From an optimization exercise on the open Yosys and OpenROAD flow, aimed at small area; shortcuts taken in it are not production practice. No functional check of the RTL was part of any run shown here. No activity file was given, so power comes from the tool's default toggle rates.

### design.v
module classifier_top (
  input  wire clk,
  input  wire rst_n,
  input  wire signed [3:0]  x_int4,
  input  wire signed [7:0]  w_int8,
  input  wire new_feat,
  input  wire new_class,
  input  wire [2:0] class_id,
  output reg  signed [19:0] acc20,
  output reg  signed [19:0] max_score,
  output reg  [2:0] max_class
);
  wire en = new_feat & ~new_class;
  wire [3:0] xg = x_int4 & {4{en}};
  wire [19:0] ag = acc20 & {20{~new_class}};
  wire [19:0] sum;
  wire pp1 = (xg[0] & w_int8[0]);
  wire pp2 = (xg[0] & w_int8[1]);
  wire pp3 = (xg[0] & w_int8[2]);
  wire pp4 = (xg[0] & w_int8[3]);
  wire pp5 = (xg[0] & w_int8[4]);
  wire pp6 = (xg[0] & w_int8[5]);
  wire pp7 = (xg[0] & w_int8[6]);
  wire pp8 = ~(xg[0] & w_int8[7]);
  wire pp9 = (xg[1] & w_int8[0]);
  wire pp10 = (xg[1] & w_int8[1]);
  wire pp11 = (xg[1] & w_int8[2]);
  wire pp12 = (xg[1] & w_int8[3]);
  wire pp13 = (xg[1] & w_int8[4]);
  wire pp14 = (xg[1] & w_int8[5]);
  wire pp15 = (xg[1] & w_int8[6]);
  wire pp16 = ~(xg[1] & w_int8[7]);
  wire pp17 = (xg[2] & w_int8[0]);
  wire pp18 = (xg[2] & w_int8[1]);
  wire pp19 = (xg[2] & w_int8[2]);
  wire pp20 = (xg[2] & w_int8[3]);
  wire pp21 = (xg[2] & w_int8[4]);
  wire pp22 = (xg[2] & w_int8[5]);
  wire pp23 = (xg[2] & w_int8[6]);
  wire pp24 = ~(xg[2] & w_int8[7]);
  wire pp25 = ~(xg[3] & w_int8[0]);
  wire pp26 = ~(xg[3] & w_int8[1]);
  wire pp27 = ~(xg[3] & w_int8[2]);
  wire pp28 = ~(xg[3] & w_int8[3]);
  wire pp29 = ~(xg[3] & w_int8[4]);
  wire pp30 = ~(xg[3] & w_int8[5]);
  wire pp31 = ~(xg[3] & w_int8[6]);
  wire pp32 = (xg[3] & w_int8[7]);
  wire s33 = ag[1] ^ pp2;
  wire c34 = ag[1] & pp2;
  wire s35 = ag[2] ^ pp3 ^ pp10;
  wire c36 = (ag[2] & pp3) | (ag[2] & pp10) | (pp3 & pp10);
  wire s37 = pp17 ^ c34;
  wire c38 = pp17 & c34;
  wire s39 = 1'b1 ^ ag[3] ^ pp4;
  wire c40 = (1'b1 & ag[3]) | (1'b1 & pp4) | (ag[3] & pp4);
  wire s41 = pp11 ^ pp18 ^ pp25;
  wire c42 = (pp11 & pp18) | (pp11 & pp25) | (pp18 & pp25);
  wire s43 = c36 ^ c38 ^ s39;
  wire c44 = (c36 & c38) | (c36 & s39) | (c38 & s39);
  wire s45 = ag[4] ^ pp5 ^ pp12;
  wire c46 = (ag[4] & pp5) | (ag[4] & pp12) | (pp5 & pp12);
  wire s47 = pp19 ^ pp26 ^ c40;
  wire c48 = (pp19 & pp26) | (pp19 & c40) | (pp26 & c40);
  wire s49 = c42 ^ s45 ^ c44;
  wire c50 = (c42 & s45) | (c42 & c44) | (s45 & c44);
  wire s51 = ag[5] ^ pp6 ^ pp13;
  wire c52 = (ag[5] & pp6) | (ag[5] & pp13) | (pp6 & pp13);
  wire s53 = pp20 ^ pp27 ^ c46;
  wire c54 = (pp20 & pp27) | (pp20 & c46) | (pp27 & c46);
  wire s55 = s51 ^ c48 ^ s53;
  wire c56 = (s51 & c48) | (s51 & s53) | (c48 & s53);
  wire s57 = ag[6] ^ pp7 ^ pp14;
  wire c58 = (ag[6] & pp7) | (ag[6] & pp14) | (pp7 & pp14);
  wire s59 = pp21 ^ pp28 ^ c52;
  wire c60 = (pp21 & pp28) | (pp21 & c52) | (pp28 & c52);
  wire s61 = s57 ^ c54 ^ s59;
  wire c62 = (s57 & c54) | (s57 & s59) | (c54 & s59);
  wire s63 = 1'b1 ^ ag[7] ^ pp8;
  wire c64 = (1'b1 & ag[7]) | (1'b1 & pp8) | (ag[7] & pp8);
  wire s65 = pp15 ^ pp22 ^ pp29;
  wire c66 = (pp15 & pp22) | (pp15 & pp29) | (pp22 & pp29);
  wire s67 = c58 ^ s63 ^ s65;
  wire c68 = (c58 & s63) | (c58 & s65) | (s63 & s65);
  wire s69 = c60 ^ s67 ^ c62;
  wire c70 = (c60 & s67) | (c60 & c62) | (s67 & c62);
  wire s71 = ag[8] ^ pp16 ^ pp23;
  wire c72 = (ag[8] & pp16) | (ag[8] & pp23) | (pp16 & pp23);
  wire s73 = pp30 ^ c64 ^ c66;
  wire c74 = (pp30 & c64) | (pp30 & c66) | (c64 & c66);
  wire s75 = s71 ^ c68 ^ s73;
  wire c76 = (s71 & c68) | (s71 & s73) | (c68 & s73);
  wire s77 = ag[9] ^ pp24 ^ pp31;
  wire c78 = (ag[9] & pp24) | (ag[9] & pp31) | (pp24 & pp31);
  wire s79 = c72 ^ s77 ^ c74;
  wire c80 = (c72 & s77) | (c72 & c74) | (s77 & c74);
  wire s81 = ag[10] ^ pp32 ^ c78;
  wire c82 = (ag[10] & pp32) | (ag[10] & c78) | (pp32 & c78);
  wire s83 = ag[0] ^ pp1;
  wire c84 = ag[0] & pp1;
  wire s85 = pp9 ^ s33 ^ c84;
  wire c86 = (pp9 & s33) | (pp9 & c84) | (s33 & c84);
  wire s87 = s35 ^ s37 ^ c86;
  wire c88 = (s35 & s37) | (s35 & c86) | (s37 & c86);
  wire s89 = s41 ^ s43 ^ c88;
  wire c90 = (s41 & s43) | (s41 & c88) | (s43 & c88);
  wire p91 = s47 ^ s49;
  wire g92 = s47 & s49;
  wire cy93;
  mac_cy u_cy93 (.g(g92), .p(p91), .c(c90), .co(cy93));
  wire s94 = p91 ^ c90;
  wire p95 = c50 ^ s55;
  wire g96 = c50 & s55;
  wire cy97;
  mac_cy u_cy97 (.g(g96), .p(p95), .c(cy93), .co(cy97));
  wire s98 = p95 ^ cy93;
  wire p99 = c56 ^ s61;
  wire g100 = c56 & s61;
  wire cy101;
  mac_cy u_cy101 (.g(g100), .p(p99), .c(cy97), .co(cy101));
  wire s102 = p99 ^ cy97;
  wire s103 = s69 ^ cy101;
  wire c104 = s69 & cy101;
  wire p105 = s75 ^ c70;
  wire g106 = s75 & c70;
  wire cy107;
  mac_cy u_cy107 (.g(g106), .p(p105), .c(c104), .co(cy107));
  wire s108 = p105 ^ c104;
  wire p109 = c76 ^ s79;
  wire g110 = c76 & s79;
  wire cy111;
  mac_cy u_cy111 (.g(g110), .p(p109), .c(cy107), .co(cy111));
  wire s112 = p109 ^ cy107;
  wire p113 = s81 ^ c80;
  wire g114 = s81 & c80;
  wire cy115;
  mac_cy u_cy115 (.g(g114), .p(p113), .c(cy111), .co(cy115));
  wire s116 = p113 ^ cy111;
  wire inc117 = c82 & cy115;
  wire dec118 = ~(c82 | cy115);
  wire n119 = ag[11] ^ (inc117 | dec118);
  wire n120 = ag[12] ^ ((inc117 & ag[11]) | (dec118 & ~ag[11]));
  wire all1121 = ag[11] & ag[12];
  wire all0122 = ~ag[11] & ~ag[12];
  wire n123 = ag[13] ^ ((inc117 & all1121) | (dec118 & all0122));
  wire all1124 = all1121 & ag[13];
  wire all0125 = all0122 & ~ag[13];
  wire n126 = ag[14] ^ ((inc117 & all1124) | (dec118 & all0125));
  wire all1127 = all1124 & ag[14];
  wire all0128 = all0125 & ~ag[14];
  wire n129 = ag[15] ^ ((inc117 & all1127) | (dec118 & all0128));
  wire all1130 = all1127 & ag[15];
  wire all0131 = all0128 & ~ag[15];
  wire n132 = ag[16] ^ ((inc117 & all1130) | (dec118 & all0131));
  wire all1133 = all1130 & ag[16];
  wire all0134 = all0131 & ~ag[16];
  wire n135 = ag[17] ^ ((inc117 & all1133) | (dec118 & all0134));
  wire all1136 = all1133 & ag[17];
  wire all0137 = all0134 & ~ag[17];
  wire n138 = ag[18] ^ ((inc117 & all1136) | (dec118 & all0137));
  wire all1139 = all1136 & ag[18];
  wire all0140 = all0137 & ~ag[18];
  wire n141 = ag[19] ^ ((inc117 & all1139) | (dec118 & all0140));
  wire all1142 = all1139 & ag[19];
  wire all0143 = all0140 & ~ag[19];
  assign sum[0] = s83;
  assign sum[1] = s85;
  assign sum[2] = s87;
  assign sum[3] = s89;
  assign sum[4] = s94;
  assign sum[5] = s98;
  assign sum[6] = s102;
  assign sum[7] = s103;
  assign sum[8] = s108;
  assign sum[9] = s112;
  assign sum[10] = s116;
  assign sum[11] = n119;
  assign sum[12] = n120;
  assign sum[13] = n123;
  assign sum[14] = n126;
  assign sum[15] = n129;
  assign sum[16] = n132;
  assign sum[17] = n135;
  assign sum[18] = n138;
  assign sum[19] = n141;
  wire [20:0] g;
  assign g[0] = 1'b0;
  genvar k;
  generate
    for (k = 0; k < 19; k = k + 1) begin : cmp
      assign g[k+1] = (acc20[k] & ~max_score[k]) | ((acc20[k] | ~max_score[k]) & g[k]);
    end
  endgenerate
  assign g[20] = (~acc20[19] & max_score[19]) | ((~acc20[19] | max_score[19]) & g[19]);
  wire upd = new_class & g[20];
  always @(posedge clk or negedge rst_n) begin
    if (!rst_n) begin
      acc20     <= 20'd0;
      max_score <= 20'd0;
      max_class <= 3'd0;
    end else begin
      acc20 <= sum;
      if (upd) begin
        max_score <= acc20;
        max_class <= class_id;
      end
    end
  end
endmodule
module mac_cy (
  input  wire g,
  input  wire p,
  input  wire c,
  output wire co
);
  assign co = g | (p & c);
endmodule
### constraint.sdc
create_clock -name core_clock -period 6.5 [get_ports {clk}]
set_input_delay 1.3000 -clock core_clock [delete_from_list [all_inputs] [get_ports {clk}]]
set_output_delay 1.3000 -clock core_clock [all_outputs]
set_load 0.01 [all_outputs]
### config.mk
export PLATFORM = sky130hd
export DESIGN_NAME = classifier_top
export DESIGN_NICKNAME = classifier_top
export VERILOG_FILES = /design/flow/design.v
export SDC_FILE = /design/flow/constraint.sdc
export NUM_CORES = 4
export LEC_CHECK = 0
export ABC_AREA = 1
export CAP_MARGIN = 20
export CORE_MARGIN = 2
export CORE_UTILIZATION = 40
export GPL_TIMING_DRIVEN = 0
export SLEW_MARGIN = 20
export SYNTH_HIERARCHICAL = 1
export SYNTH_MINIMUM_KEEP_SIZE = 0
### flow/run.sh
#!/bin/bash
# Standard ORFS layout (the standard.sh, unchanged synthesis), with the port buffers
# that buffer_ports inserts made sky130_fd_sc_hd__buf_1 instead of the default choice.
set -euo pipefail
export BUFFER_PORTS_ARGS="-buffer_cell sky130_fd_sc_hd__buf_1"
bash standard.sh finish > standard_flow.log 2>&1
### standard.sh
#!/bin/bash
# synth_recipe.tcl (not shown) runs the flow's synth.tcl, then flattens the netlist and writes it again
# the make line also repeats each setting of config.mk as NAME=value (left out here)
make -C /OpenROAD-flow-scripts/flow DESIGN_CONFIG=/design/flow/config.mk WORK_HOME=/design/flow/orfs CLKGATE_MAP_FILE= SYNTH_SCRIPT=/design/flow/synth_recipe.tcl "${@:-finish}"
==> results_dict.tcl, run 1 <==
set metrics [dict create \
    status "timing/DRC/antenna clean" \
    htreeDepth 2 \
    finalHoldViolCount 0 \
    swShare_pct 47.1 \
    hp-class "reg -> reg" \
    postSynthAreaPerCell_um2 7.64 \
    rows 32 \
    worst_pin_slew_ns 0.584 \
    leakagePower_nw 2.00 \
    vias 2619 \
    setup_viol 0 \
    path_class "in -> reg" \
    yosysWarnings 7 \
    numCtsBuffers 5 \
    ir_worst_vdd_uv 120 \
    core_um2 7690 \
    insertion_delay_ns 0.29 \
    syn_area_um2 3150 \
    combPwrFrac_pct 55.3 \
    worst_path_largest_cell_delay_ns 0.49 \
    r2r_cells 32 \
    fmax_mhz 168 \
    regToRegStartpoint "acc20[4]" \
    end_kind "flop" \
    power_frac_clock_pct 10.7 \
    clk_pin_slew_ns 0.08 \
    die_x_um 92.7 \
    netlist-cell-type-count 17 \
    syn-num-nets 469 \
    cpMaxStageDelayCell "fa_1" \
    via_per_inst 4.51 \
    internal_power_mw 0.778 \
    cp_top_family "adder cells" \
    grt_max_degree 24 \
    finalPower_mw 1.47 \
    drc 0 \
    fin_skew_ns 0.00317 \
    max_slew_margin_pct 61.1 \
    cts_tree "yes" \
    critPathMaxFanout 8 \
    post-dp-hpwl_um 5620 \
    avgRoutedWirePerCell_um 11.8 \
    final_common_cell "nand2_1" \
    cap_violations 0 \
    grt_pass1_vias 2593 \
    power_density_nw_per_um2 406 \
    io_buffer_count 60 \
    cp_data_required_time_ns 6.72 \
    die_y_um 92.7 \
    seq_area_frac_synth_pct 34.2 \
    holdWs_ns 0.497 \
    ys_ff_latch 43 \
    initial_core_util_pct 41.0 \
    fin_crit_sh_pct 91.3 \
    drtIter0Drc 85 \
    fin_crit_ns 5.94 \
    min_from "acc20[13]" \
    drive_above_1_share_pct 3.76 \
    tns_ns 0 \
    rsz0062_at_grt "false" \
    cts_buffer_depth 2 \
    pwr-share-seq_pct 34.0 \
    nNetsFinal 537 \
    ant_nets 0 \
    cp_common_cell "nand2_1" \
    gp_congestion 0.847 \
    grt_first_pass_wirelength_um 11600 \
    area_delta_synth_final_pct 14.9 \
    cts_root_buf "clkbuf_8" \
    antenna_found_initial 0 \
    power.switching_mw 0.692 \
    final_cell_mix "128 x nand2_1, 90 x inv_1, 59 x buf_1" \
    drv_slew 0 \
    dp_cells 575 \
    hold_end "max_score[13]" \
    reg2reg_to "acc20[19]" \
    cts_hold_buf 0 \
    clkSinkCount 43 \
    overflow 0 \
    synthCells 412 \
    ios 62 \
    min_path_cells 2 \
    r2r_slack_ns 1.80 \
    cp.buffers_inverters 7 \
    instances_no_fill 581 \
    track_usage_pct 16.8 \
    firstDrtPassIters 4 \
    wl_um 6840 \
    n_antenna_cell 0 \
    dieArea_um2 8600 \
    start_kind "input port" \
    arrival_ns 6.15 \
]
stage by stage:
step	util, %	area (µm²)	setup slack (ns)
final	47.1	3620	0.564
after global placement	45.6	3500	-0.269
after CTS	46.8	3600	0.152
after detailed placement	45.9	3530	-0.394
after floorplan	-	3150	0.591
after global routing	47.1	3620	0.0206
cell families (layout without fill, tap and decap cells):
group,count (synthesis),after routing,synth area share (%)
simple gates,197,197,25.1
flops,43,43,34.2
fa+ha+maj,38,38,20.8
xor+xnor,15,15,4.17
compound gates,19,19,3.22
buf+inv,100,167,12.5
worst max path at each step:
stage,startpoint,cells past startpoint,to
finish,new_class,36,acc20[19]
global placement,new_class,39,acc20[19]
CTS,new_class,38,acc20[19]
floorplan,new_class,39,acc20[19]
detailed placement,new_class,39,acc20[19]
global route,new_class,36,acc20[19]
Yosys cell counts:
cell type	count	area, µm²
inv_1	91	342
nand3_1	29	145
a21oi_1	2	10.0
nand2_1	128	480
buf_2	2	10.0
o21ai_0	12	60.1
o22ai_1	5	31.3
clkbuf_1	5	18.8
xor2_1	13	114
xnor2_1	2	17.5
nor2_1	37	139
dfrtp_1	43	1080
buf_6	2	22.5
fa_1	24	480
nor3_1	1	5.00
nand2_4	2	22.5
ha_1	14	175
power by group through the flow:
stage / combinational [mW] / clock (mW) / sequential, mW
after global placement: 0.796 / 0 / 0.502
final: 0.812 / 0.158 / 0.500
after floorplan: 0.559 / 0 / 0.530
after detailed placement: 0.823 / 0 / 0.506
after global routing: 0.958 / 0.171 / 0.517
after CTS: 0.828 / 0.163 / 0.500
sequential cells by signal, indices dropped and copies added (netlist names):
name and cells:
max_score 20, max_class 3, acc20 20
per-module statistics from Yosys, one instance, submodules excluded:
| module | times used | cell area, µm² |
|---|---|---|
| classifier_top | 1 | 3080 |
| mac_cy | 6 | 11.3 |
routing by layer:
metal | track usage, % | wire length, µm
met3 | 2.60 | 250
met5 | 0 | 0
met4 | 4.66 | 100
met2 | 30.0 | 3320
met1 | 21.2 | 3170
cell type report:
type,count,area [µm²]
buffer,8,50.0
multi-input combinational,269,1690
inverter,91,345
sequential,43,1080
clock buffer,6,72.6
fill,798,4070
timing repair buffer,62,262
tap,102,128
worst register-to-register path: cells and delay by family, from the launching register on:
family                     cells  cell delay [ns]
and+or+nand+nor               18             1.44
buffers and inverters          6             0.41
AOI/OAI and AO/OA              1             0.09
adders and majority gates      6             2.10
xor gates and xnor gates       1             0.18
DFF                            1             0.41
what timing repair did:
| item | CTS | global route |
|---|---|---|
| setup buffers | 0 | 1 |
| setup endpoints to repair | 2 | 4 |
| gates resized for setup | 0 | 6 |
==> inputs of run 2 (changes only) <==
==> flow/run.sh (replaced) <==
#!/bin/bash
# Standard ORFS layout (the standard.sh, unchanged synthesis), with the port buffers
# that buffer_ports inserts made sky130_fd_sc_hd__buf_1 instead of the default choice, and
# ORFS's power recovery (downsizing gates off the critical paths) after global routing.
set -euo pipefail
export BUFFER_PORTS_ARGS="-buffer_cell sky130_fd_sc_hd__buf_1"
export RECOVER_POWER=100
bash standard.sh finish > standard_flow.log 2>&1
==> run 2 against run 1 <==
Effect of this change:
- still clean on timing, DRC and antenna
- final cell count stayed put
- total power decreased by 1.6%
- synthesized cell count is the same
- clock power hardly changed
- register-to-register slack about the same
- largest power group unchanged
==> results_dict.tcl, run 2 <==
set metrics [dict create \
    power.switching_mw 0.684 \
    numCtsBuffers 5 \
    synth-simple-area-share_pct 25.1 \
    finalHoldViolCount 0 \
    swShare_pct 47.3 \
    critPathMaxFanout 8 \
    synth_compound_area_share_pct 3.22 \
    synthCells 412 \
    path_class "in -> reg" \
    dieArea_um2 8600 \
    firstDrtPassIters 4 \
    cp.buffers_inverters 7 \
    area_delta_synth_final_pct 13.2 \
    drc 0 \
    pre_cts_ws_ns -0.394 \
    io_buffer_count 60 \
    seq_area_frac_synth_pct 34.2 \
    ir_worst_vdd_uv 120 \
    synthTopCellsByArea "dfrtp_1 34%, fa_1 15%, nand2_1 15%" \
    final_cell_mix "130 x nand2_1, 90 x inv_1, 59 x buf_1" \
    ant_nets 0 \
    drtIter0Drc 96 \
    leakagePower_nw 1.97 \
    reg.largest.list "acc20: 20 flops, max_score: 20 flops, max_class: 3 flops" \
    initial_core_util_pct 41.0 \
    status "timing/DRC/antenna clean" \
    drive_above_1_share_pct 2.51 \
    max_slew_margin_pct 17.2 \
    yosysWarnings 7 \
    pwr-share-seq_pct 34.6 \
    post-dp-hpwl_um 5620 \
    internal_power_mw 0.762 \
    ys_top_cells_by_count "128 x nand2_1, 91 x inv_1, 43 x dfrtp_1, 37 x nor2_1, 29 x nand3_1" \
    fin_skew_ns 0.00283 \
    async_reset_ff_share_pct 100 \
    holdWs_ns 0.499 \
    cp_top_family "adder cells" \
    ys_ff_latch 43 \
    synth-adder-area-share_pct 20.8 \
    antenna_found_initial 0 \
    netlist-cell-type-count 17 \
    worst_path_largest_cell_delay_ns 0.49 \
    power_density_nw_per_um2 406 \
    fillers 805 \
    hp-class "reg -> reg" \
    cts_hold_buf 0 \
    htreeDepth 2 \
    fin_ws_ns 0.559 \
    via_per_inst 4.52 \
    gp_congestion 0.847 \
    synth-xor-area-share_pct 4.17 \
    start_kind "input port" \
    synth_top_area_cell "dfrtp_1" \
    track_usage_pct 16.8 \
    overflow 0 \
    setup_viol 0 \
    synth_top_family_by_area "simple AND/OR/NAND/NOR gates" \
    drv_slew 0 \
    ys.flop_type "dfrtp_1" \
    syn-num-nets 469 \
    synth.most_common_cell "nand2_1" \
    synth_mux_area_share_pct 0 \
    arrival_ns 6.15 \
    grt_first_pass_wirelength_um 11600 \
    instances_no_fill 581 \
    insertion_delay_ns 0.29 \
    fin_crit_ns 5.94 \
    power_frac_clock_pct 10.8 \
    ff_latch_area_um2 1080 \
    cap_violations 0 \
    cp_data_required_time_ns 6.71 \
    fin_util_pct 46.4 \
    multiInputGateArea_um2 1670 \
    cts_tree "yes" \
    cp_common_cell "nand2_1" \
    clk_pin_slew_ns 0.07 \
    post-synth-top-area-fraction_pct 34.2 \
    worst_pin_slew_ns 1.24 \
    postSynthAreaPerCell_um2 7.64 \
    rows 32 \
    die_x_um 92.7 \
    dp_cells 575 \
    syn_area_um2 3150 \
    avgRoutedWirePerCell_um 11.8 \
    core_um2 7690 \
    cpMaxStageDelayCell "fa_1" \
    clkSinkCount 43 \
    end_kind "flop" \
    rsz0062_at_grt "false" \
    vias 2629 \
    synth_edf_count 0 \
    cts_buffer_depth 2 \
    ios 62 \
    cts_root_buf "clkbuf_8" \
    combPwrFrac_pct 54.6 \
    grt_pass1_vias 2593 \
    fin_crit_sh_pct 91.4 \
    n_antenna_cell 0 \
    final_common_cell "nand2_1" \
    fmax_mhz 168 \
    wl_um 6830 \
    grt_max_degree 24 \
    die_y_um 92.7 \
    nNetsFinal 537 \
]
run 2: cell type report:
| cell class | instances | area share (%) |
|---|---|---|
| buffer | 8 | 0.983 |
| clock buffer | 6 | 2.04 |
| inverter | 91 | 9.69 |
| multi-input combinational | 269 | 46.9 |
| sequential | 43 | 30.2 |
| tap | 102 | 3.58 |
| timing repair buffer | 62 | 6.64 |
run 2: worst min-delay path: cells and delay by family (launching register included):
family / cells / cell delay, ns
flip-flops: 1 / 0.37
AND/OR/NAND/NOR: 2 / 0.11
run 2: cells by family (layout without fill, tap and decap cells):
group	Yosys count	in the layout
fa+ha+maj	38	38
flops	43	43
xor+xnor	15	15
compound gates	19	19
simple gates	197	197
buf+inv	100	167
run 2: timing repair:
item,4_1_cts,5_1_grt
gates resized for setup,0,6
endpoints found under the setup margin,2,4
setup buffers,0,1
run 2: final timing paths:
check                           slack (ns)      start            end  cells past startpoint
worst min register to register        0.50  acc20[13]  max_score[13]                      2
min in group asynchronous             1.25      rst_n       acc20[1]                      1
worst min-delay path                  0.50  acc20[13]  max_score[13]                      2
worst max-delay path                  0.56  new_class      acc20[19]                     36
worst max register to register        1.80   acc20[4]      acc20[19]                     32
max in group asynchronous             3.61      rst_n      acc20[12]                      2
run 2: through the flow:
step / area (µm²) / power (mW) / TNS (ns)
finish: 3560 / 1.45 / 0
global route: 3560 / 1.62 / 0
CTS: 3600 / 1.49 / 0
detailed placement: 3530 / 1.33 / -1.02
global placement: 3500 / 1.30 / -0.622
floorplan: 3150 / 1.09 / 0
run 2: metal layers:
| metal | vias to the layer above | part of all wire, % | track usage [%] |
|---|---|---|---|
| met5 | - | 0 | 0 |
| met4 | 0 | 1.4 | 4.66 |
| met3 | 9 | 4.1 | 2.60 |
| met2 | 62 | 48 | 30.0 |
| met1 | 1208 | 46 | 21.2 |
| li1 | 1350 | - | - |
run 2: modules after synthesis, one instance, submodules excluded:
module          cells  area [µm²]  flip-flops and latches  times used
mac_cy              3        11.3                       0           6
classifier_top    394        3080                      43           1
run 2: power by group through the flow:
stage / logic (mW) / registers [mW] / clock network [mW]
after floorplan: 0.559 / 0.530 / 0
after global placement: 0.796 / 0.502 / 0
after detailed placement: 0.823 / 0.506 / 0
after CTS: 0.828 / 0.500 / 0.163
after global routing: 0.934 / 0.517 / 0.171
final: 0.789 / 0.500 / 0.157

-- re-timing with driven ports --
How much do the figures lean on ideal ports? The routed layouts below were timed once more, with nothing changed but the port constraints. Step 1: set_driving_cell puts a clkbuf_16 on clk and a buf_2 on each other input, an assumption about the parent block. Step 2 also shifts input and output timing later by t, the mid clock arrival at the registers, as if the neighbouring blocks saw the same clock. Three values: no drivers, after step 1, after step 2; two values: the first two.
run	shift t [ns]	setup slack, ns	hold slack, ns	worst setup path at the end
run 1	0.320	0.564 / 0.560 / 0.240	0.497 / 0.497 / 0.497	input to register
run 2	0.319	0.559 / 0.555 / 0.236	0.499 / 0.499 / 0.499	input to register
After both steps setup and hold are still met in every run listed. The setup slack of run 1, which loses most, moves by -0.004 ns with the drivers and by -0.324 ns with both steps.
